This design comes from an exercise in tuning for small area and a short achievable clock period on the open sky130 flow, not from production work. Only simulation tests tie the RTL to the original design; equivalence was not proved. Power is estimated from default activity; no workload was simulated.

==> design.v <==
module sel3
(
    input  [7:0] v0,
    input  [7:0] v1,
    input  [7:0] v2,
    input  c01,
    input  c02,
    input  c12,
    output [7:0] lo,
    output [7:0] mid,
    output [7:0] hi
);
    assign lo  = ({8{~c01 & ~c02}} & v0) |
                 ({8{ c01 & ~c12}} & v1) |
                 ({8{ c02 &  c12}} & v2);
    assign mid = ({8{c01 ^ c02}}   & v0) |
                 ({8{c01 ~^ c12}}  & v1) |
                 ({8{c02 ^ c12}}   & v2);
    assign hi  = ({8{ c01 &  c02}} & v0) |
                 ({8{~c01 &  c12}} & v1) |
                 ({8{~c02 & ~c12}} & v2);
endmodule
module sort3
(
    input  [7:0] v0,
    input  [7:0] v1,
    input  [7:0] v2,
    output [7:0] lo,
    output [7:0] mid,
    output [7:0] hi
);
    wire c01, c02, c12;
    lt8 u_c01 (.a(v1), .b(v0), .y(c01));
    lt8 u_c02 (.a(v2), .b(v0), .y(c02));
    lt8 u_c12 (.a(v2), .b(v1), .y(c12));
    sel3 u_sel (.v0(v0), .v1(v1), .v2(v2), .c01(c01), .c02(c02), .c12(c12),
                .lo(lo), .mid(mid), .hi(hi));
endmodule
module lt8
(
    input  [7:0] a,
    input  [7:0] b,
    output y
);
    wire [8:0] c;
    assign c[0] = 1'b0;
    genvar i;
    generate
        for (i = 0; i < 8; i = i + 1) begin : bit_lt
            assign c[i+1] = (~a[i] & b[i]) | (~a[i] & c[i]) | (b[i] & c[i]);
        end
    endgenerate
    assign y = c[8];
endmodule
module lt8f
(
    input  [7:0] a,
    input  [7:0] b,
    output y
);
    wire [7:0] l0 = ~a & b;
    wire [7:0] g0 = a & ~b;
    wire [3:0] l1, g1;
    wire [1:0] l2, g2;
    genvar i;
    generate
        for (i = 0; i < 4; i = i + 1) begin : lvl1
            assign l1[i] = l0[2*i+1] | (~g0[2*i+1] & l0[2*i]);
            assign g1[i] = g0[2*i+1] | (~l0[2*i+1] & g0[2*i]);
        end
        for (i = 0; i < 2; i = i + 1) begin : lvl2
            assign l2[i] = l1[2*i+1] | (~g1[2*i+1] & l1[2*i]);
            assign g2[i] = g1[2*i+1] | (~l1[2*i+1] & g1[2*i]);
        end
    endgenerate
    assign y = l2[1] | (~g2[1] & l2[0]);
endmodule
module common_network
(
    input  [7:0] p1,
    input  [7:0] p2,
    input  [7:0] p3,
    input  [7:0] q1,
    input  [7:0] q2,
    input  [7:0] q3,
    output [7:0] s1,
    output [7:0] s2,
    output [7:0] s3,
    output [7:0] s4
);
    wire l_sw, h_sw, m_sw;
    lt8 u_l_sw (.a(p1), .b(q1), .y(l_sw));
    lt8 u_h_sw (.a(q3), .b(p3), .y(h_sw));
    lt8 u_m_sw (.a(q2), .b(p2), .y(m_sw));
    wire [7:0] l  = l_sw ? q1 : p1;
    wire [7:0] h  = h_sw ? q3 : p3;
    wire [7:0] ml = m_sw ? q2 : p2;
    wire [7:0] mh = m_sw ? p2 : q2;
    wire lm, hm, hl;
    lt8 u_lm (.a(ml), .b(l),  .y(lm));    
    lt8 u_hm (.a(h),  .b(mh), .y(hm));    
    lt8 u_hl (.a(h),  .b(l),  .y(hl));    
    wire sw = hl & lm & hm;
    assign s1 = lm ? ml : l;
    assign s4 = hm ? mh : h;
    assign s2 = sw ? h : (lm ? l : ml);
    assign s3 = sw ? l : (hm ? h : mh);
endmodule
module pixel_network
(
    input  [7:0] s1,
    input  [7:0] s2,
    input  [7:0] s3,
    input  [7:0] s4,
    input  [7:0] x,
    input  [7:0] y,
    input  [7:0] z,
    output [7:0] median
);
    wire z1, y2, z2, x3, y3, x4;
    lt8 u_z1 (.a(z), .b(s1), .y(z1));
    lt8 u_y2 (.a(y), .b(s2), .y(y2));
    lt8 u_z2 (.a(z), .b(s2), .y(z2));
    lt8 u_x3 (.a(x), .b(s3), .y(x3));
    lt8 u_y3 (.a(y), .b(s3), .y(y3));
    lt8 u_x4 (.a(x), .b(s4), .y(x4));
    wire sel_s1 = z1;
    wire sel_s2 = ~z1 &  y2 & ~z2;
    wire sel_z  = ~z1 &  y2 &  z2;
    wire sel_s3 = ~y2 &  x3 & ~y3;
    wire sel_y  = ~y2 &  x3 &  y3;
    wire sel_s4 = ~x3 & ~x4;
    wire sel_x  = ~x3 &  x4;
    assign median = ({8{sel_s1}} & s1) |
                    ({8{sel_s2}} & s2) |
                    ({8{sel_s3}} & s3) |
                    ({8{sel_s4}} & s4) |
                    ({8{sel_x }} & x ) |
                    ({8{sel_y }} & y ) |
                    ({8{sel_z }} & z ) ;
endmodule
module pixel_network_raw
(
    input  [7:0] s1,
    input  [7:0] s2,
    input  [7:0] s3,
    input  [7:0] s4,
    input  [7:0] v0,
    input  [7:0] v1,
    input  [7:0] v2,
    output [7:0] median,
    output c01,
    output c02,
    output c12
);
    lt8f u_c01 (.a(v1), .b(v0), .y(c01));
    lt8f u_c02 (.a(v2), .b(v0), .y(c02));
    lt8f u_c12 (.a(v2), .b(v1), .y(c12));
    wire r0_lo = ~c01 & ~c02;
    wire r1_lo =  c01 & ~c12;
    wire r2_lo =  c02 &  c12;
    wire r0_hi =  c01 &  c02;
    wire r1_hi = ~c01 &  c12;
    wire r2_hi = ~c02 & ~c12;
    wire r0_md = ~r0_lo & ~r0_hi;
    wire r1_md = ~r1_lo & ~r1_hi;
    wire r2_md = ~r2_lo & ~r2_hi;
    wire [2:0] b1, b2, b3, b4;
    lt8f u_b10 (.a(v0), .b(s1), .y(b1[0]));
    lt8f u_b11 (.a(v1), .b(s1), .y(b1[1]));
    lt8f u_b12 (.a(v2), .b(s1), .y(b1[2]));
    lt8f u_b20 (.a(v0), .b(s2), .y(b2[0]));
    lt8f u_b21 (.a(v1), .b(s2), .y(b2[1]));
    lt8f u_b22 (.a(v2), .b(s2), .y(b2[2]));
    lt8f u_b30 (.a(v0), .b(s3), .y(b3[0]));
    lt8f u_b31 (.a(v1), .b(s3), .y(b3[1]));
    lt8f u_b32 (.a(v2), .b(s3), .y(b3[2]));
    lt8f u_b40 (.a(v0), .b(s4), .y(b4[0]));
    lt8f u_b41 (.a(v1), .b(s4), .y(b4[1]));
    lt8f u_b42 (.a(v2), .b(s4), .y(b4[2]));
    wire z1 = &b1;
    wire y2 = (b2[0] & b2[1]) | (b2[0] & b2[2]) | (b2[1] & b2[2]);
    wire z2 = &b2;
    wire x3 = |b3;
    wire y3 = (b3[0] & b3[1]) | (b3[0] & b3[2]) | (b3[1] & b3[2]);
    wire x4 = |b4;
    wire sel_s1 = z1;
    wire sel_s2 = ~z1 &  y2 & ~z2;
    wire sel_z  = ~z1 &  y2 &  z2;
    wire sel_s3 = ~y2 &  x3 & ~y3;
    wire sel_y  = ~y2 &  x3 &  y3;
    wire sel_s4 = ~x3 & ~x4;
    wire sel_x  = ~x3 &  x4;
    wire e0 = (sel_x & r0_lo) | (sel_y & r0_md) | (sel_z & r0_hi);
    wire e1 = (sel_x & r1_lo) | (sel_y & r1_md) | (sel_z & r1_hi);
    wire e2 = (sel_x & r2_lo) | (sel_y & r2_md) | (sel_z & r2_hi);
    assign median = ({8{e0    }} & v0) |
                    ({8{e1    }} & v1) |
                    ({8{e2    }} & v2) |
                    ({8{sel_s1}} & s1) |
                    ({8{sel_s2}} & s2) |
                    ({8{sel_s3}} & s3) |
                    ({8{sel_s4}} & s4);
endmodule
module state_machine
(
    input  [3:0] cc_lo,      
    input  [2:0] cc_hi,      
    input  [1:0] lc,
    input  [5:0] rc_hi,      
    input  [5:0] wa_hi,      
    input        valid,
    output [3:0] cc_lo_n,
    output [2:0] cc_hi_n,
    output [1:0] lc_n,
    output [5:0] rc_hi_n,
    output [5:0] wa_hi_n,
    output [9:0] raddr_a,
    output [9:0] raddr_b,
    output [9:0] raddr_c,
    output [9:0] waddr
);
    wire wrap = &cc_lo;                  
    wire eol  = wrap & cc_hi[2];         
    assign cc_lo_n = cc_lo + 1'b1;
    assign cc_hi_n = wrap ? (eol ? 3'd0 : cc_hi + 1'b1) : cc_hi;
    assign rc_hi_n = wrap ? rc_hi + ((eol & ~lc[1]) ? 6'b111100 : 6'b000001) : rc_hi;
    assign lc_n    = eol ? {lc[0], ~lc[1] & ~lc[0]} : lc;
    assign wa_hi_n = (valid & (cc_lo == 4'd0)) ? wa_hi + 1'b1 : wa_hi;
    assign raddr_c = {rc_hi, cc_lo};
    assign raddr_a = {rc_hi + ((lc[1] | lc[0]) ? 6'd5 : 6'd0), cc_lo};
    assign raddr_b = {rc_hi + (lc[1] ? 6'd5 : 6'd0), cc_lo};
    assign waddr   = {wa_hi, valid ? cc_lo - 1'b1 : 4'd0};
endmodule
module median
(
    input clk,
    input rst_n,
    input [31:0] word0,
    input [31:0] word1,
    input [31:0] word2,
    output reg [7:0] pixel1,
    output reg [7:0] pixel2,
    output reg [7:0] pixel3,
    output [7:0] pixel4,
    output [9:0] raddr_a,
    output [9:0] raddr_b,
    output [9:0] raddr_c,
    output [9:0] waddr
);
    reg [3:0] cc_lo;
    reg [2:0] cc_hi;
    reg [1:0] lc;
    reg [5:0] rc_hi;
    reg [5:0] wa_hi;
    reg       valid;
    wire [3:0] cc_lo_n;
    wire [2:0] cc_hi_n;
    wire [1:0] lc_n;
    wire [5:0] rc_hi_n;
    wire [5:0] wa_hi_n;
    state_machine window_control (
        .cc_lo(cc_lo), .cc_hi(cc_hi), .lc(lc), .rc_hi(rc_hi), .wa_hi(wa_hi), .valid(valid),
        .cc_lo_n(cc_lo_n), .cc_hi_n(cc_hi_n), .lc_n(lc_n), .rc_hi_n(rc_hi_n), .wa_hi_n(wa_hi_n),
        .raddr_a(raddr_a), .raddr_b(raddr_b), .raddr_c(raddr_c), .waddr(waddr)
    );
    always @(posedge clk or negedge rst_n) begin
        if (~rst_n) begin
            cc_lo <= 4'd0;
            cc_hi <= 3'd0;
            lc    <= 2'd0;
            rc_hi <= 6'd0;
            wa_hi <= 6'd0;
            valid <= 1'b0;
        end else begin
            cc_lo <= cc_lo_n;
            cc_hi <= cc_hi_n;
            lc    <= lc_n;
            rc_hi <= rc_hi_n;
            wa_hi <= wa_hi_n;
            valid <= 1'b1;
        end
    end
    reg [7:0] d_lo_r, d_md_r, d_hi_r;
    reg [7:0] y1_r, y2_r, y3_r, y4_r;
    wire a01, a02, a12;
    pixel_network_raw med_p4 (
        .s1(y1_r), .s2(y2_r), .s3(y3_r), .s4(y4_r),
        .v0(word0[31:24]), .v1(word1[31:24]), .v2(word2[31:24]),
        .median(pixel4), .c01(a01), .c02(a02), .c12(a12)
    );
    wire [7:0] a_lo, a_md, a_hi, b_lo, b_md, b_hi;
    wire [7:0] c_lo, c_md, c_hi, d_lo, d_md, d_hi;
    sel3  sort_a (.v0(word0[31:24]), .v1(word1[31:24]), .v2(word2[31:24]),
                  .c01(a01), .c02(a02), .c12(a12), .lo(a_lo), .mid(a_md), .hi(a_hi));
    sort3 sort_b (.v0(word0[23:16]), .v1(word1[23:16]), .v2(word2[23:16]), .lo(b_lo), .mid(b_md), .hi(b_hi));
    sort3 sort_c (.v0(word0[15:8]),  .v1(word1[15:8]),  .v2(word2[15:8]),  .lo(c_lo), .mid(c_md), .hi(c_hi));
    sort3 sort_d (.v0(word0[7:0]),   .v1(word1[7:0]),   .v2(word2[7:0]),   .lo(d_lo), .mid(d_md), .hi(d_hi));
    wire [7:0] x1, x2, x3, x4, y1, y2, y3, y4;
    common_network pair_ab (.p1(a_lo), .p2(a_md), .p3(a_hi), .q1(b_lo), .q2(b_md), .q3(b_hi),
                            .s1(x1), .s2(x2), .s3(x3), .s4(x4));
    common_network pair_cd (.p1(c_lo), .p2(c_md), .p3(c_hi), .q1(d_lo), .q2(d_md), .q3(d_hi),
                            .s1(y1), .s2(y2), .s3(y3), .s4(y4));
    wire [7:0] p1, p2, p3;
    pixel_network med_p1 (.s1(x1), .s2(x2), .s3(x3), .s4(x4), .x(d_lo_r), .y(d_md_r), .z(d_hi_r), .median(p1));
    pixel_network med_p2 (.s1(x1), .s2(x2), .s3(x3), .s4(x4), .x(c_lo), .y(c_md), .z(c_hi), .median(p2));
    pixel_network med_p3 (.s1(y1), .s2(y2), .s3(y3), .s4(y4), .x(b_lo), .y(b_md), .z(b_hi), .median(p3));
    always @(posedge clk or negedge rst_n) begin
        if (~rst_n) begin
            d_lo_r <= 8'd0;
            d_md_r <= 8'd0;
            d_hi_r <= 8'd0;
            y1_r   <= 8'd0;
            y2_r   <= 8'd0;
            y3_r   <= 8'd0;
            y4_r   <= 8'd0;
            pixel1 <= 8'd0;
            pixel2 <= 8'd0;
            pixel3 <= 8'd0;
        end else begin
            d_lo_r <= d_lo;
            d_md_r <= d_md;
            d_hi_r <= d_hi;
            y1_r   <= y1;
            y2_r   <= y2;
            y3_r   <= y3;
            y4_r   <= y4;
            pixel1 <= p1;
            pixel2 <= p2;
            pixel3 <= p3;
        end
    end
endmodule
==> flow/run.sh <==
#!/bin/bash
set -euo pipefail
cd "$(dirname "${BASH_SOURCE[0]}")/.."
WORK=$(pwd)
rm -rf "$WORK/orfs_scripts"
cp -r "$FLOW_HOME/scripts" "$WORK/orfs_scripts"
cp "$WORK/flow/abc.script" "$WORK/orfs_scripts/abc_speed.script"
export SCRIPTS_DIR="$WORK/orfs_scripts"
export BUFFER_PORTS_ARGS="-buffer_cell sky130_fd_sc_hd__buf_2"
export SETUP_SLACK_MARGIN=12
export TNS_END_PERCENT=0
bash standard.sh > "$WORK/flow_make.log" 2>&1
==> flow/abc.script <==
&get -n
&st
&dch -f
&nf -p -a -R 30
&put
buffer -c
topo
stime -c
upsize -c
dnsize -c
==> standard.sh <==
#!/bin/bash
# synth_recipe.tcl (not shown) runs the flow's synth.tcl, then flattens the netlist and writes it again
# the make line also repeats each setting of config.mk as NAME=value (left out here)
make -C /OpenROAD-flow-scripts/flow DESIGN_CONFIG=/design/flow/config.mk WORK_HOME=/design/flow/orfs CLKGATE_MAP_FILE= SYNTH_SCRIPT=/design/flow/synth_recipe.tcl "${@:-finish}"
==> config.mk <==
export PLATFORM = sky130hd
export DESIGN_NAME = median
export DESIGN_NICKNAME = median
export VERILOG_FILES = /design/flow/design.v
export SDC_FILE = /design/flow/constraint.sdc
export NUM_CORES = 4
export LEC_CHECK = 0
export CAP_MARGIN = 20
export CORE_MARGIN = 2
export CORE_UTILIZATION = 60
export SLEW_MARGIN = 20
==> constraint.sdc <==
create_clock -name core_clock -period 26.0 [get_ports {clk}]
set_input_delay 5.2000 -clock core_clock [delete_from_list [all_inputs] [get_ports {clk}]]
set_output_delay 5.2000 -clock core_clock [all_outputs]
set_load 0.01 [all_outputs]
==> run notes, run 1 <==
* CTS Buf Count at 9
* Post-Syn Instances at between 1500 and 2000
* Htree depth at 3
* Synth async-reset ratio at 1.00
* WP data required at 20800 ps
* Critical path startpoint category: primary input
* Fin crit period at approximately 14000 ps
* End of the worst register-to-register path: pixel1[2]
* Path type of the worst setup path: in -> out
* Layout cells sized above 1 at 0.187
* Worst Tran Pin Value at around 1000 ps
* Cell Count Post-Placement at about 2200
* FF/Latch Area at ~0.0026 sq mm
* Nets at 2062
* Worst-Skew Late Latency at 370 ps
* Vias in the first global route at 14324
* Gr usage total at 0.434
* Die boundary height at approximately 150 um
* Synth-to-layout area growth at 16.1%
* Ant. Diodes at 0
* Io pins at between 150 and 200
* Grt ovf at 0
* Vias per inst at roughly 7.4
* Max Cap Viol at 0
* Crit end category: primary output
* Initial antenna violation count at 1
* Slew HR at 0.307
* Synthesized flop and latch total at around 100
* Most common cell in the netlist: nand2_1
* CTS tree: yes
* Final setup fails at 0
* RePlAce Congestion at between 1 and 1.5
* Drt total wl at 51300 um
* Number of port buffers at approximately 170
* Hold Path Class: reg -> reg
* Core area at ~0.021 sq mm
* Outcome: finished clean
* Leak at between 6 and 7 nW
* Critical Path Slowest Stage Cell: maj3_1
* Synth cell count leaders: nand2_1, a21oi_1, nor2_1
* Netlist cell types at 67
* CTS Sinks at just over 100
* Flop2flop setup slack at about 22000 ps
* DRC at 0
* Share of the synthesized area in the top cell type at 0.200
* End point of the critical path: pixel4[7]
* Peak VDD IR at 0.0680 mV
* Die area at between 0.02 and 0.025 sq mm
* Power Dens Cells at roughly 130 mW/mm^2
* Clk pin slew, worst setup/hold paths at 70 ps
* FF-to-FF path depth at 12
* Starting Density at 0.608
* RSZ-0062 raised after global routing: true
* Layout Cells excl Fill at between 2000 and 2500
* Fill cells at 1787
* Skew final at 13.7 ps
* Largest net degree at the start of global routing at 56
* First-pass GRT wire length at 77000 um
* Mean post-synth cell area at 7.13 sq um
* Syn_nets at 1907
* DR pass1 iterations at 12
* Endpoints failing hold at 0
* Crit-path max FO at 10
* Fin crit share at 0.535
* Post-DP HPWL at a little under 40000 um
* Area of the multi-input gates at 0.00981 sq mm
* Wire length per cell at between 20 and 25 um
* Largest cells by area after synthesis: dfrtp_1, nand2_1, a22oi_1
* Ys flop type: dfrtp_1
* Max-slew violations at 0
* Setup_tns at 0 ps
* Area leader, netlist: dfrtp_1
* Worst r2r src: d_lo_r[0]
* CP startpoint: word0[26]
* 1st-iter DRT viols at between 3000 and 4000
* CP arrival at a little under 9000 ps
* Post-Syn Area at 0.0127 sq mm
* Post-synth EDFFs at 0
* CP Cell Sequence: buf_2 -> clkinvlp_4 -> o22ai_1 -> a21oi_1 -> a21oi_1 -> a21oi_1 -> a221oi_1 -> o2bb2ai_1 -> maj3_1 -> maj3_1 -> maj3_1 -> nor3b_4 -> a222oi_1 -> nand3_1 -> buf_2
* Post-synthesis sequential area ratio at 0.200
* Peak Freq at just over 70 MHz
* Post-DRT Antenna Nets at 0
* Routed via count at about 16000
* Die W at about 150 um
* Max clock buf depth at 2
* Slowest cell delay on critical path at 450 ps
* Synth Warn # at 1
* FP Rows at 53
* CTS root buf: clkbuf_16
[registers in the layout (all words and copies together), names as in the netlist, 8 cells and up]
name and count:
d_hi_r 8, d_lo_r 8, d_md_r 8, pixel1 8, pixel2 8, pixel3 8
y1_r 8, y2_r 8, y3_r 8, y4_r 8
[worst max-delay path, delay by kind of cell]
family / cells / cell delay [ps]
AO/OA/AOI/OAI: 7 / 1210
adder cells (fa/ha/maj): 3 / 1190
buffers and inverters: 3 / 540
AND/OR/NAND/NOR: 2 / 560
[area by class of cell]
class                      count  area share
multi-input combinational   1481       0.663
clock inverter                 7     0.00854
timing repair buffer         224      0.0851
inverter                     125      0.0321
tap                          275      0.0233
clock buffer                   9      0.0152
sequential                   102       0.173
[metrics by stage]
| step | util | total power [mW] | hold slack (ps) | setup WS [ps] | instance area [sq um] |
|---|---|---|---|---|---|
| global placement | 0.653 | 1.61 | 460 | 10170 | 13700 |
| global route | 0.706 | 2.07 | 493 | 11790 | 14800 |
| floorplan | - | 1.22 | 454 | 12610 | 12700 |
| detailed placement | 0.654 | 1.62 | 475 | 10070 | 13700 |
| finish | 0.706 | 1.96 | 479 | 12100 | 14800 |
| CTS | 0.683 | 1.82 | 484 | 11920 | 14300 |
[placed cells by master (no fill, tap or decap), drive strengths merged, types with 5 or more instances in the layout]
cell type / n
nand2b: 28
nor2b: 43
nand2: 261
o21ai: 107
o21bai: 8
a21oi: 159
nor3: 30
o221ai: 36
a2bb2oi: 18
a21o: 8
buf: 222
a31oi: 13
or2: 5
a221o: 32
inv: 123
dfrtp: 102
nand4: 5
o21a: 13
nor2: 130
a22oi: 113
o22a: 6
xor2: 8
o22ai: 112
ha: 21
clkinv: 6
xnor2: 13
a222oi: 56
mux2i: 30
and3: 10
o211ai: 17
a21boi: 6
and2: 20
mux2: 12
nand3: 31
clkbuf: 11
maj3: 57
a221oi: 44
[power breakdown]
part	switching, mW	total [mW]	internal, mW
Clock	0.0693	0.157	0.0876
Combinational	0.956	1.52	0.562
Sequential	0.0724	0.288	0.216
[cells by family after synthesis]
logic type      Yosys count  share of synthesized area
fa+ha+maj                77                     0.0665
other cells               1                   0.000294
flops                   102                      0.200
compound gates          764                      0.419
xor+xnor                 21                     0.0144
buf+inv                 212                     0.0682
mux                      42                     0.0345
simple gates            569                      0.197
[worst min path at each step]
stage / depth (start not counted) / from / slack (ps) / endpoint
2_1_floorplan: 2 / cc_hi[1] / 450 / cc_hi[1]
3_3_place_gp: 1 / wa_hi[5] / 460 / wa_hi[5]
3_5_place_dp: 1 / wa_hi[5] / 470 / wa_hi[5]
4_1_cts: 1 / wa_hi[5] / 480 / wa_hi[5]
5_1_grt: 1 / wa_hi[5] / 490 / wa_hi[5]
6_report: 1 / wa_hi[5] / 480 / wa_hi[5]
[timing repair]
item                                   4_1_cts  5_1_grt
endpoints found under the hold margin        0        0
gates cloned                                 2        5
resized for setup                           33       70
hold buffers                                 0        0
setup endpoints to repair                   32       32
setup buffers                               14       20
pin swaps                                    7       16
[per-layer routing]
metal	vias to the layer above	track usage	share of wire
met1	7457	0.591	0.38
met5	-	0	0.00037
met2	1486	0.658	0.43
met4	2	0.183	0.045
li1	7215	-	-
met3	246	0.109	0.15
==> run 2, diff against run 1 <==
==> flow/run.sh (replaced) <==
#!/bin/bash
set -euo pipefail
cd "$(dirname "${BASH_SOURCE[0]}")/.."
WORK=$(pwd)
rm -rf "$WORK/orfs_scripts"
cp -r "$FLOW_HOME/scripts" "$WORK/orfs_scripts"
cp "$WORK/flow/abc.script" "$WORK/orfs_scripts/abc_speed.script"
export SCRIPTS_DIR="$WORK/orfs_scripts"
export BUFFER_PORTS_ARGS="-buffer_cell sky130_fd_sc_hd__buf_1"
export SETUP_SLACK_MARGIN=12.5
export TNS_END_PERCENT=0
bash standard.sh > "$WORK/flow_make.log" 2>&1
==> flow/abc.script (replaced) <==
&get -n
&st
&dch -f
&nf -p
&put
buffer -c
topo
stime -c
upsize -c
dnsize -c
==> run 2 against run 1 <==
  * Die area is 4.2% higher
  * Via count rose by 4.0%
  * First-iteration DRC count rose by 9.6%
  * Synthesized area rose by 4.3%
  * Flip-flop and latch count did not move
  * Clock power shrank 15%
  * Count of clock-buffer cells in the layout grew 1
  * Power grew 5.9%
  * Wire length up 7.6%
  * Non-clock buffer count is 4 lower
  * Critical endpoint unchanged
  * Sequential share of layout area decreased by 0.11 points
==> run notes, run 2 <==
* RSZ-0062 raised after global routing: true
* Drt total wl at 55100 um (+7.6%)
* Setup_tns at 0 ps (unchanged)
* Hold-fix buffers, CTS at 0 (unchanged)
* Most common cell in the netlist: nand2_1
* Fin crit period at 13470 ps (-429 ps)
* Area leader, netlist: dfrtp_1
* Htree depth at 3 (unchanged)
* Core area at 0.0218 sq mm (+3.8%)
* Final core occ at 0.685 (-0.0214)
* Largest net degree at the start of global routing at 58 (+3.6%)
* Vias in the first global route at 14893 (+4.0%)
* Io pins at 170 (unchanged)
* Final setup fails at 0 (unchanged)
* Crit end category: primary output
* Starting Density at 0.611 (+0.00275)
* WP data required at 20800 ps (about the same)
* Synth-to-layout area growth at 12.1%
* Synth cell count leaders: nand2_1, inv_1, a21oi_1
* Crit-path max FO at 10 (unchanged)
* CTS Sinks at 102 (unchanged)
* Initial antenna violation count at 0 (-1)
* Syn_nets at 1941 (+1.8%)
* Post-DP HPWL at 41500 um (+7.7%)
* Post-Place Worst Slack at 10990 ps (+923 ps)
* Die W at 153 um (+2.1%)
* Slew HR at 0.226 (-0.0813)
* RePlAce Congestion at 1.10 (+5.3%)
* Worst-Skew Late Latency at 360 ps (about the same)
* DR pass1 iterations at 12 (unchanged)
* Leak at 6.04 nW (-5.3%)
* Nets at 2092 (+1.5%)
* Largest cells by area after synthesis: dfrtp_1, nand2_1, a22oi_1
* Max-slew violations at 0 (unchanged)
* Commonest non-fill, non-tap cell in the layout: nand2_1
* Max clock buf depth at 2 (unchanged)
* Post-DRT Antenna Nets at 0 (unchanged)
* Netlist cell types at 78 (+16%)
* Ant. Diodes at 0 (unchanged)
* Post-synth EDFFs at 0 (unchanged)
* Worst Slack Setup Final at 12530 ps (+429 ps)
* Endpoints failing hold at 0 (unchanged)
* Number of port buffers at 169 (unchanged)
* Mean post-synth cell area at 7.30 sq um (+2.3%)
* Synth async-reset ratio at 1.00 (unchanged)
* Synth Warn # at 1 (unchanged)
* Power Dens Cells at 140 mW/mm^2 (+5.2%)
* Peak Freq at 74.2 MHz (+3.2%)
* 1st-iter DRT viols at 3348 (+9.6%)
* Critical path startpoint category: primary input
* Skew final at 9.93 ps (-3.81 ps)
* Flop2flop setup slack at 22750 ps (+350 ps)
* Post-Syn Instances at 1822 (+1.9%)
* Peak VDD IR at 0.0673 mV (-1.0%)
* Die boundary height at 153 um (+2.1%)
* Share of the synthesized area in the top cell type at 0.192 (-0.00824)
* Worst Tran Pin Value at 1150 ps (+139 ps)
* Layout cells sized above 1 at 0.0940 (-0.0928)
* Most frequent cells in the layout: nand2_1, buf_1, inv_1
* CTS Buf Count at 9 (unchanged)
* Wire length per cell at 24.4 um (+5.9%)
* Synthesized flop and latch total at 102 (unchanged)
* Routed via count at 17057 (+4.0%)
* Gr usage total at 0.439 (+0.00487)
* Vias per inst at 7.55 (+2.4%)
* Ys flop type: dfrtp_1
* CTS tree: yes
* Fin crit share at 0.518 (-0.0165)
* Max Cap Viol at 0 (unchanged)
* Outcome: finished clean
* Die area at 0.0234 sq mm (+4.2%)
* Clk pin slew, worst setup/hold paths at 60 ps (about the same)
* Post-synthesis sequential area ratio at 0.192 (-0.00824)
* Post-Syn Area at 0.0133 sq mm (+4.3%)
* First-pass GRT wire length at 82600 um (+7.3%)
* Grt ovf at 0 (unchanged)
* CP arrival at 8270 ps (-430 ps)
* Hold Path Class: reg -> reg
* Path type of the worst setup path: in -> out
* Layout Cells excl Fill at 2258 (+1.6%)
* Cell Count Post-Placement at 2207 (+1.9%)
* FP Rows at 54 (+1.9%)
* Hold Slack at 461 ps (-17.6 ps)
* CTS root buf: clkbuf_16
* DRC at 0 (unchanged)
-- run 2: changes by cell type in the layout (fill, tap and decap cells not counted), sizes merged, moves of 12 or more --
cell	change
mux2	+13
nand2	-12
o21a	+13
maj3	-35
a22o	+12
a21oi	-46
o22ai	-13
mux2i	+19
nor2	-27
nand3	+25
o22a	+15
a221oi	-15
-- run 2: layout make-up --
type / instances / area [sq um]
clock buffer: 10 / 229
clock inverter: 6 / 56.3
fill: 1884 / 6860
inverter: 126 / 478
multi-input combinational: 1514 / 10200
sequential: 102 / 2550
tap: 280 / 350
timing repair buffer: 220 / 1030
-- run 2: through the flow --
step	total power, mW	instance area, sq um
3_3_place_gp	1.75	14000
4_1_cts	1.92	14400
5_1_grt	2.17	14900
3_5_place_dp	1.76	14000
2_1_floorplan	1.34	13300
6_report	2.08	14900
-- run 2: cells by family (layout without fill, tap and decap cells) --
logic type / count (synthesis) / count (layout) / synth area share
multiplexers: 74 / 74 / 0.0586
buffers and inverters: 209 / 362 / 0.0650
AO/OA/AOI/OAI: 770 / 772 / 0.422
other: 1 / 1 / 0.000282
XOR/XNOR: 27 / 27 / 0.0178
adder cells (fa/ha/maj): 43 / 43 / 0.0369
flip-flops: 102 / 102 / 0.192
AND/OR/NAND/NOR: 596 / 597 / 0.207
-- run 2: path summary, 6_finish.rpt --
kind,startpoint,endpoint,cells after the start
max,word1[24],pixel4[7],16
min,wa_hi[5],wa_hi[5],1
max in group asynchronous,rst_n,d_lo_r[5],2
min reg2reg,wa_hi[5],wa_hi[5],1
min in group asynchronous,rst_n,cc_hi[2],1
max reg2reg,d_lo_r[2],pixel1[5],11
-- run 2: power by group --
group / leakage [nW] / switching, mW / internal [mW]
Combinational: 4.68 / 1.04 / 0.610
Clock: 0.134 / 0.0662 / 0.0667
Sequential: 1.22 / 0.0786 / 0.218
Total: 6.04 / 1.19 / 0.895
-- run 2: layer usage --
metal / vias to the layer above / GRT usage / routed length (um)
met5: - / 0 / 0
met4: 0 / 0.163 / 2630
met3: 291 / 0.163 / 9430
met2: 1539 / 0.654 / 23000
met1: 7809 / 0.583 / 20100
li1: 7418 / - / -
-- run 2: timing repair --
action | in CTS | in global routing
pin swaps | 1 | 24
gates cloned | 0 | 3
resized for setup | 23 | 64
setup endpoints to repair | 32 | 32
buffers inserted | 2 | 30
-- run 2: critical path, stage by stage --
cell      delay, ps
clkbuf_2        220
nor2b_1          80
maj3_1          360
maj3_1          410
o21ai_0         130
o221a_2         220
a221oi_1         50
a221oi_1        290
o22ai_1         130
o2111a_2        280
nor2_2          220
a22oi_2         130
nand2_4         160
a22oi_1         110
nand3_1         120
buf_1           150
==> run 3, diff against run 2 <==
==> run.sh (new file) <==
#!/bin/bash
# synth_recipe.tcl (not shown) runs the flow's synth.tcl, then flattens the netlist and writes it again
# the make line also repeats each setting of config.mk as NAME=value (left out here)
make -C /OpenROAD-flow-scripts/flow DESIGN_CONFIG=/design/flow/config.mk WORK_HOME=/design/flow/orfs CLKGATE_MAP_FILE= SYNTH_SCRIPT=/design/flow/synth_recipe.tcl finish
--- a/config.mk
+++ b/config.mk
@@ -5,7 +5,7 @@
 export SDC_FILE = /design/flow/constraint.sdc
 export NUM_CORES = 4
 export LEC_CHECK = 0
-export CAP_MARGIN = 20
+export CAP_MARGIN = 60
 export CORE_MARGIN = 2
 export CORE_UTILIZATION = 60
-export SLEW_MARGIN = 20
+export SLEW_MARGIN = 60
removed: flow/run.sh
removed: flow/abc.script
removed: standard.sh
==> run 3 against run 2 <==
  * Final area grew 22%
  * Sequential share of layout area is 3.1 points lower
  * Maximum frequency down 15%
  * Synthesized area up 17%
  * Setup slack worse by 2400 ps
  * Global-route usage increased by 4.0 points
  * Largest power group unchanged
==> run notes, run 3 <==
* WP data required at 26260 ps (+5460 ps)
* Skew final at 17.4 ps (+7.51 ps)
* Area leader, netlist: dfrtp_1
* Netlist cell types at 101 (+29%)
* Die boundary height at 165 um (+7.7%)
* Max Cap Viol at 0 (unchanged)
* Power Dens Cells at 135 mW/mm^2 (-3.1%)
* Total power after layout at 2.47 mW (+19%)
* Wire length per cell at 25.9 um (+6.0%)
* Crit end category: flop
* Post-Place Worst Slack at 9910 ps (-1070 ps)
* Commonest non-fill, non-tap cell in the layout: nand2_1
* Synth cell count leaders: nand2_1, a21oi_1, nor2_1
* Outcome: finished clean
* Final setup fails at 0 (unchanged)
* Initial antenna violation count at 6 (+6)
* Post-Syn Area at 0.0155 sq mm (+17%)
* RePlAce Congestion at 1.15 (+4.7%)
* Critical path startpoint category: primary input
* Hold Slack at 476 ps (+15.0 ps)
* Setup repair bufs after CTS at 0 (-2)
* Slew HR at 0.550 (+0.324)
* First-pass GRT wire length at 100000 um (+21%)
* Hold Path Class: reg -> reg
* Core area at 0.0253 sq mm (+16%)
* CTS Sinks at 102 (unchanged)
* DRC at 0 (unchanged)
* 1st-iter DRT viols at 3502 (+4.6%)
* Critical Path Slowest Stage Cell: clkdlybuf4s50_1
* Endpoints failing hold at 0 (unchanged)
* Grt ovf at 0 (unchanged)
* Io pins at 170 (unchanged)
* Nets at 2374 (+13%)
* Drt total wl at 67100 um (+22%)
* Worst Slack Setup Final at 10170 ps (-2360 ps)
* Htree depth at 3 (unchanged)
* Post-DP HPWL at 52600 um (+27%)
* Share of the synthesized area in the top cell type at 0.165 (-0.0272)
* Crit-path max FO at 15 (+5)
* Synth-to-layout area growth at 17.8%
* Most common cell in the netlist: nand2_1
* Routed via count at 19658 (+15%)
* Critical Path Most Common Cell: maj3_1
* Synth Warn # at 1 (unchanged)
* Die area at 0.0271 sq mm (+16%)
* Mean post-synth cell area at 7.28 sq um (-0.20%)
* Layout cells sized above 1 at 0.101 (+0.00685)
* Fin crit period at 15830 ps (+2360 ps)
* Syn_nets at 2246 (+16%)
* Largest cells by area after synthesis: dfrtp_1, maj3_1, nand2_1
* Max-slew violations at 0 (unchanged)
* DR pass1 iterations at 11 (-1)
* Worst Tran Pin Value at 668 ps (-481 ps)
* Die W at 165 um (+7.7%)
* CTS tree: yes
* Setup_tns at 0 ps (unchanged)
* Peak VDD IR at 0.135 mV (+100%)
* Fin crit share at 0.609 (+0.0907)
* FP Rows at 58 (+7.4%)
* Starting Density at 0.613 (+0.00222)
* RSZ-0062 raised after global routing: false
* Max clock buf depth at 2 (unchanged)
* Post-synth EDFFs at 0 (unchanged)
* Clk pin slew, worst setup/hold paths at 80 ps (+20 ps)
* Synth async-reset ratio at 1.00 (unchanged)
* Post-DP Area at 0.0178 sq mm (+26%)
* Post-CTS resize count at 0 (-100%)
* Path type of the worst setup path: in -> reg
* Gr usage total at 0.479 (+0.0398)
* CTS Buf Count at 9 (unchanged)
* Largest net degree at the start of global routing at 80 (+38%)
* Fin area at 0.0182 sq mm (+22%)
* Hold-fix buffers, CTS at 0 (unchanged)
* Peak Freq at 63.2 MHz (-15%)
* Post-Syn Instances at 2127 (+17%)
* Slowest cell delay on critical path at 680 ps (+270 ps)
* Ys flop type: dfrtp_1
* Leak at 7.34 nW (+22%)
* Vias per inst at 7.58 (+0.32%)
* Most frequent cells in the layout: nand2_1, clkdlybuf4s50_1, a21oi_1
* Number of port buffers at 169 (unchanged)
* Vias in the first global route at 17468 (+17%)
* Worst-Skew Late Latency at 370 ps (about the same)
* CTS root buf: clkbuf_16
* CP arrival at 16090 ps (+7820 ps)
* Post-DRT Antenna Nets at 0 (unchanged)
* Post-synthesis sequential area ratio at 0.165 (-0.0272)
* Synthesized flop and latch total at 102 (unchanged)
-- run 3: cells by family (layout without fill, tap and decap cells) --
logic type / Yosys count / in the layout / share of synthesized area
adder cells (fa/ha/maj): 170 / 170 / 0.115
buffers and inverters: 252 / 385 / 0.0674
AO/OA/AOI/OAI: 754 / 754 / 0.351
multiplexers: 94 / 94 / 0.0638
other: 1 / 5 / 0.000242
flip-flops: 102 / 102 / 0.165
AND/OR/NAND/NOR: 722 / 722 / 0.221
XOR/XNOR: 32 / 32 / 0.0181
-- run 3: per-stage QoR --
step,instances,utilization
floorplan,2127,-
global placement,2543,0.685
detailed placement,2564,0.703
CTS,2580,0.714
global route,2591,0.722
finish,2594,0.722
-- run 3: worst paths after layout --
check / startpoint / endpoint / slack (ps) / cells after the start
worst max-delay path: word1[24] / pixel2[0] / 10170 / 40
worst min-delay path: wa_hi[5] / wa_hi[5] / 480 / 1
worst max register to register: d_md_r[0] / pixel1[6] / 22390 / 11
worst min register to register: wa_hi[5] / wa_hi[5] / 480 / 1
max in group asynchronous: rst_n / d_lo_r[5] / 20320 / 3
min in group asynchronous: rst_n / wa_hi[5] / 4760 / 1
-- run 3: worst max-delay path, delay by kind of cell --
| kind | cells | cell delay, ps |
|---|---|---|
| muxes | 3 | 730 |
| adders and majority gates | 10 | 3640 |
| AOI/OAI and AO/OA | 19 | 3770 |
| and+or+nand+nor | 4 | 1540 |
| buffers and inverters | 4 | 1240 |
-- run 3: per-layer routing --
metal	global-route usage	wire, um	vias to the layer above
met4	0.211	3780	4
li1	-	-	8379
met2	0.684	27000	1819
met3	0.182	11300	412
met1	0.640	25000	9044
met5	0	29	-
-- run 3: where the power goes --
part	leakage, nW	total (mW)	internal, mW	switching (mW)
Combinational	5.98	2.05	0.762	1.29
Clock	0.133	0.137	0.0670	0.0696
Sequential	1.23	0.283	0.219	0.0633
Total	7.34	2.47	1.05	1.42
-- run 3: cell type report --
cell class	count	area, sq um
fill	2048	7020
antenna	4	10.0
multi-input combinational	1773	12300
sequential	102	2550
timing repair buffer	232	2120
clock buffer	10	229
inverter	137	515
clock inverter	6	55.1
tap	330	413
==> run 4, diff against run 3 <==
--- a/config.mk
+++ b/config.mk
@@ -9,3 +9,4 @@
 export CORE_MARGIN = 2
 export CORE_UTILIZATION = 60
 export SLEW_MARGIN = 60
+export SYNTH_HIERARCHICAL = 1
==> run 4 against run 3 <==
  * Still clean
  * Sequential power increased by 13%
  * Largest power group unchanged
  * Final area increased by 4.4%
  * First-iteration DRC count decreased by 25%
  * Wire length decreased by 11%
  * Power increased by 16%
==> run notes, run 4 <==
* Outcome: finished clean
* Leak at 9.11 nW (+24%)
* Crit-path max FO at 26 (+11)
* CTS Sinks at 102 (unchanged)
* Mean post-synth cell area at 7.99 sq um (+9.7%)
* Peak VDD IR at 0.0836 mV (-38%)
* Most common cell in the netlist: inv_1
* Worst Tran Pin Value at 619 ps (-49.5 ps)
* Wire length per cell at 23.0 um (-11%)
* Largest net degree at the start of global routing at 53 (-34%)
* Largest cells by area after synthesis: dfrtp_1, inv_1, a222oi_1
* Max-slew violations at 0 (unchanged)
* Critical Path Slowest Stage Cell: clkdlybuf4s50_1
* Ant. Diodes at 0 (-4)
* Setup_tns at 0 ps (unchanged)
* WL met3 at 5780 um (-49%)
* RSZ-0062 raised after global routing: false
* Nets at 2361 (-0.55%)
* Drt total wl at 60000 um (-11%)
* Slew HR at 0.588 (+0.0377)
* Most frequent cells in the layout: inv_1, a222oi_1, clkdlybuf4s50_1
* Path type of the worst setup path: in -> out
* Max clock buf depth at 2 (unchanged)
* Netlist cell types at 62 (-39%)
* Endpoints failing hold at 0 (unchanged)
* First-pass GRT wire length at 92900 um (-7.3%)
* Post-Syn Area at 0.0170 sq mm (+9.6%)
* Post-DP HPWL at 45000 um (-14%)
* Crit end category: primary output
* Hold Slack at 474 ps (-2.12 ps)
* CP bufs+invs at 6 (+2)
* Post-Syn Instances at 2125 (-0.094%)
* Starting Density at 0.611 (-0.00232)
* Fin crit period at 13850 ps (-1990 ps)
* FP Rows at 61 (+5.2%)
* Fin crit share at 0.533 (-0.0764)
* Slowest cell delay on critical path at 590 ps (-90 ps)
* Vias per inst at 6.89 (-9.0%)
* Crit path max-delay family: buffers and inverters
* Synth-to-layout area growth at 12.2%
* Hold Path Class: reg -> reg
* Number of port buffers at 169 (unchanged)
* Synth Warn # at 7 (+6)
* WP data required at 20800 ps (-5460 ps)
* Initial antenna violation count at 0 (-6)
* CTS root buf: clkbuf_16
* Io pins at 170 (unchanged)
* Hold-fix buffers, CTS at 0 (unchanged)
* Final setup fails at 0 (unchanged)
* Post-CTS resize count at 0 (unchanged)
* Post-synth EDFFs at 0 (unchanged)
* Synth cell count leaders: inv_1, a222oi_1, nand2b_1
* Layout cells sized above 1 at 0.174 (+0.0730)
* Skew final at 16.2 ps (-1.22 ps)
* Post-DRT Antenna Nets at 0 (unchanged)
* DR pass1 iterations at 13 (+2)
* Syn_nets at 2266 (+0.89%)
* 1st-iter DRT viols at 2640 (-25%)
* Commonest non-fill, non-tap cell in the layout: inv_1
* CP arrival at 8650 ps (-7440 ps)
* Cell Count Post-Placement at 2584 (+0.78%)
* Top layer in use: met4
* Die W at 172 um (+4.6%)
* Gr usage total at 0.402 (-0.0773)
* Clk pin slew, worst setup/hold paths at 80 ps (about the same)
* Core area at 0.0278 sq mm (+10%)
* Area leader, netlist: dfrtp_1
* Share of the synthesized area in the top cell type at 0.150 (-0.0144)
* Worst-Skew Late Latency at 370 ps (about the same)
* Htree depth at 3 (unchanged)
* Ys flop type: dfrtp_1
* DRC at 0 (unchanged)
* CTS tree: yes
* Die boundary height at 172 um (+4.6%)
* Layout Cells excl Fill at 2603 (+0.35%)
* Peak Freq at 72.2 MHz (+14%)
* Routed via count at 17942 (-8.7%)
* RePlAce Congestion at 1.07 (-7.0%)
* Grt ovf at 0 (unchanged)
* Setup repair bufs after CTS at 0 (unchanged)
* CP Cell Sequence: clkdlybuf4s50_1 -> buf_4 -> inv_1 -> maj3_2 -> a211o_1 -> o211ai_2 -> inv_1 -> ha_1 -> nor4b_4 -> buf_2 -> o31ai_1 -> nand4_1 -> clkdlybuf4s50_1
* Synthesized flop and latch total at 102 (unchanged)
* Synth async-reset ratio at 1.00 (unchanged)
* Max Cap Viol at 0 (unchanged)
* Metal-1 WL at 22400 um (-11%)
* Vias in the first global route at 17005 (-2.7%)
* Post-synthesis sequential area ratio at 0.150 (-0.0144)
* Die area at 0.0296 sq mm (+9.3%)
* Critical path startpoint category: primary input
* Routed length on met2 at 27400 um (+1.7%)
* Power Dens Cells at 150 mW/mm^2 (+11%)
* CTS Buf Count at 9 (unchanged)
[run 4: per-layer routing]
layer,vias up,track usage
met5,-,0
met4,0,0.275
met2,1150,0.661
met3,304,0.0753
li1,8080,-
met1,8408,0.475
[run 4: report_power, final]
group	internal, mW	switching (mW)
Clock	0.0690	0.0729
Sequential	0.223	0.0974
Combinational	1.01	1.38
[run 4: metrics by stage]
| step | utilization | power [mW] | setup slack, ps | instance area [sq um] |
|---|---|---|---|---|
| after floorplan | - | 1.97 | 13620 | 17000 |
| after global placement | 0.668 | 2.52 | 11710 | 18600 |
| after detailed placement | 0.671 | 2.60 | 12150 | 18600 |
| after CTS | 0.682 | 2.76 | 12150 | 18900 |
| after global routing | 0.686 | 3.01 | 11960 | 19000 |
| final | 0.686 | 2.86 | 12150 | 19000 |
[run 4: worst paths after layout]
path,to,startpoint,slack [ps],depth (start not counted)
setup / recovery,pixel4[5],word1[31],12150,13
hold / removal,wa_hi[5],wa_hi[5],470,1
setup reg to reg,pixel1[7],d_md_r[3],23440,8
hold reg to reg,wa_hi[5],wa_hi[5],470,1
max in group asynchronous,y3_r[0],rst_n,20660,2
min in group asynchronous,wa_hi[5],rst_n,4630,1
[run 4: logic make-up (layout without fill, tap and decap cells)]
kind of cell,count (synthesis),after routing,synth area share
compound gates,625,625,0.318
xor+xnor,22,22,0.0114
fa+ha+maj,98,98,0.0653
buf+inv,604,704,0.154
flops,102,102,0.150
mux,202,202,0.142
other cells,1,1,0.000221
simple gates,471,471,0.158
[run 4: cell type report]
type | instances | area [sq um]
tap | 378 | 473
fill | 2349 | 8730
sequential | 102 | 2550
multi-input combinational | 1419 | 12100
inverter | 491 | 1840
clock buffer | 9 | 225
timing repair buffer | 197 | 1800
clock inverter | 7 | 81.3
[run 4: worst reg2reg max path, cell delays in order, from the launching register on]
cell      delay, ps
dfrtp_1         420
inv_1           100
a222oi_1        430
a22oi_1         170
a221oi_2        260
nor3_1          130
nand2b_1        280
o22ai_1         530
a221o_1         180
[run 4: modules after synthesis, one instance, submodules excluded, a selection]
module	cells	copies in the design	cell area, sq um
median	103	1	2560
common_network	108	2	997
state_machine	123	1	913
pixel_network_raw	106	1	777
sel3	65	4	482
pixel_network	49	3	463
lt8f	26	15	169
lt8	20	39	125

re-timing with driven ports:
Ports are ideal in the flow. The routed layouts listed here were re-timed in OpenROAD.
Step 1, drivers: a clkbuf_16 drives clk and a buf_2 each remaining input, both assumed.
Step 2 moves the port delays by t, midway between the first and last clock arrival at a register: inputs arrive t later, outputs are due t later. That takes back most of the time a late clock gives input paths.
Three values: ideal, step 1, step 2; two values: the first two.
run | shift t [ns] | setup slack, ns | hold WS [ns] | worst setup path at the end | pins driven straight from the clock port
run 1 | 0.410 | 12.096 / 12.076 / 11.715 | 0.479 / 0.479 / 0.479 | input to register | 1
run 2 | 0.404 | 12.525 / 12.503 / 12.265 | 0.461 / 0.461 / 0.461 | input to register | 1
run 3 | 0.414 | 10.168 / 10.199 / 9.785 | 0.476 / 0.476 / 0.476 | input to register | 1
run 4 | 0.409 | 12.155 / 12.128 / 12.128 | 0.474 / 0.474 / 0.474 | input to output | 1
After both steps setup and hold are still met in every run listed. For run 3, which loses most, drivers alone change the setup slack by +0.031 ns; drivers and shift together by -0.383 ns.
